Context: an optimization exercise on an open-source flow, tuned for small area, a short achievable clock period and few clock cycles. The choices shown serve that exercise and are no tape-out recipe.
In this exercise RTL edits were held to simulation tests only and were not proved equivalent to the original.
Power is estimated from default activity; no workload was simulated.

==> flow/design.v <==
module ME(
    input clk,
    input rst_n,
    input block_valid,
    input area_valid,
    input [7:0] in_data,
    output logic out_valid,
    output logic signed [2:0] out_vector
);
logic [7:0] nblk [0:15];
always_ff @(posedge clk)
    if (block_valid) begin
        for (int k = 0; k < 15; k++) nblk[k] <= nblk[k+1];
        nblk[15] <= ~in_data;
    end
logic [7:0] pix [0:11];
always_ff @(posedge clk) begin
    pix[0] <= in_data;
    for (int d = 1; d < 12; d++) pix[d] <= pix[d-1];
end
function automatic [7:0] pixd(input integer i);
    pixd = i == 0 ? pix[11] : i == 1 ? pix[7] : i == 2 ? pix[3] : in_data;
endfunction
logic [7:0] adv [0:15];
logic       adc [0:15];
always_ff @(posedge clk)
    for (int k = 0; k < 16; k++)
        {adc[k], adv[k]} <= {1'b0, pixd(k/4)} + {1'b0, nblk[k]};
logic [3:0] pd0 [0:14];
logic [3:0] pd1 [0:14];
logic [3:0] pd2 [0:14];
logic       kc1 [0:14];
logic       kc2 [0:14];
function automatic [3:0] topmask(input integer s);
    integer m, k;
    m = (255 * (s + 1)) >> 8;
    k = 0;
    while (k < m) k = 2 * k + 1;
    topmask = k;
endfunction
function automatic [4:0] radd4(input [3:0] a, input [3:0] b, input ci);
    logic c;
    c = ci;
    for (int i = 0; i < 4; i++) begin
        radd4[i] = a[i] ^ b[i] ^ c;
        c = (a[i] & b[i]) | (c & (a[i] ^ b[i]));
    end
    radd4[4] = c;
endfunction
always_ff @(posedge clk)
    for (int s = 0; s < 15; s++) begin
        logic [11:0] t;
        logic [4:0] q0;
        logic [4:0] q1;
        logic [4:0] q2;
        t = {4'd0, adv[s] ^ {8{~adc[s]}}};
        q0 = radd4((s == 0 ? 4'd0 : pd0[s-1]), t[3:0], adc[s]);
        q1 = radd4((s == 0 ? 4'd0 : pd1[s-1]), t[7:4], (s == 0 ? 1'b0 : kc1[s-1]));
        q2 = radd4((s == 0 ? 4'd0 : pd2[s-1]), t[11:8], (s == 0 ? 1'b0 : kc2[s-1]));
        pd0[s] <= q0[3:0];
        kc1[s] <= q0[4];
        pd1[s] <= q1[3:0];
        kc2[s] <= q1[4];
        pd2[s] <= q2[3:0] & topmask(s);
    end
logic [11:0] sad;
always_ff @(posedge clk)
    sad <= {pd2[14], pd1[14], pd0[14]} + ({11'd0, kc1[14]} << 4) + ({11'd0, kc2[14]} << 8)
           + {4'd0, adv[15] ^ {8{~adc[15]}}} + {11'd0, adc[15]};
logic [5:0] idx;
logic v1, v2;
always_ff @(posedge clk, negedge rst_n)
    if (!rst_n) begin
        v1 <= 1'b0;
        v2 <= 1'b0;
    end else begin
        v1 <= area_valid;
        v2 <= v1;
    end
always_ff @(posedge clk)
    idx <= block_valid ? 6'd0 : idx + {5'd0, v2};
wire win_ok = v2 && idx[5:3] >= 3'd3 && idx[2:0] >= 3'd3;
wire first  = idx == 6'd27;
logic [11:0] nmin;    
wire better = first || sad < ~nmin;
logic [2:0] min_x, min_y;
wire [2:0] cur_x = idx[2:0] - 3'd5;    
wire [2:0] cur_y = 3'd5 - idx[5:3];    
always_ff @(posedge clk)
    if (win_ok && better) begin
        nmin    <= ~sad;
        min_x   <= cur_x;
        min_y   <= cur_y;
    end
wire last = v2 && idx == 6'd63;
logic second;
always_ff @(posedge clk, negedge rst_n)
    if (!rst_n) begin
        out_valid  <= 1'b0;
        second     <= 1'b0;
        out_vector <= 3'd0;
    end else begin
        second    <= last;
        out_valid <= last || second;
        if (last)
            out_vector <= better ? cur_x : min_x;
        else if (second)
            out_vector <= min_y;
        else
            out_vector <= 3'd0;
    end
endmodule
make LEC_CHECK=0 ABC_AREA=1 ABC_CLOCK_PERIOD_IN_PS=2200 CAP_MARGIN=20 CORE_MARGIN=2 CORE_UTILIZATION=60 CTS_CLUSTER_DIAMETER=100 CTS_CLUSTER_SIZE=30 PLACE_DENSITY=0.65 SETUP_SLACK_MARGIN=3.3 SLEW_MARGIN=20 TNS_END_PERCENT=100 finish   # period 5.5 ns
run.sh (not shown) runs the stock make flow with config.mk's settings and CLKGATE_MAP_FILE= SYNTH_SCRIPT=/design/flow/synth_recipe.tcl, a recipe that flattens the netlist after the stock synthesis.
Testbench counts at the start, summed over its fixed seeds: cycles 43,008.
Edit:
- PLACE_DENSITY: 0.65 -> 0.75
The changed run went through all stages and came out clean; die area is unchanged; flip-flop and latch count stays the same; total power stays flat; clock skew fell by 7.8 ps; non-clock buffer count stays the same.

re-timing with driven ports:
The flow's constraints put no driver on any port. The routed layouts listed below were extracted and timed again, unchanged, in two steps. Step 1: set_driving_cell puts a clkbuf_16 on clk and a buf_2 on each other input, an assumption about the parent block. Step 2 moves the port delays by t, midway between the first and last clock arrival at a register: inputs arrive t later, outputs are due t later. That takes back most of the time a late clock gives input paths. Slacks: no drivers / after step 1 / after step 2; pairs: no drivers / after step 1.
run	t (ns)	setup slack, ns	hold slack, ns	clock arrival spread, ns	worst register clock-pin slew, ns
the first run	0.617	3.317 / 3.270 / 2.787	0.337 / 0.337 / 0.337	0.038 / 0.039	0.12 / 0.12
the second run	0.627	3.320 / 3.263 / 2.765	0.327 / 0.327 / 0.327	0.037 / 0.037	0.12 / 0.12
After both steps every run listed still meets setup and hold. For the second run, which loses most, drivers alone change the setup slack by -0.057 ns; drivers and shift together by -0.555 ns.
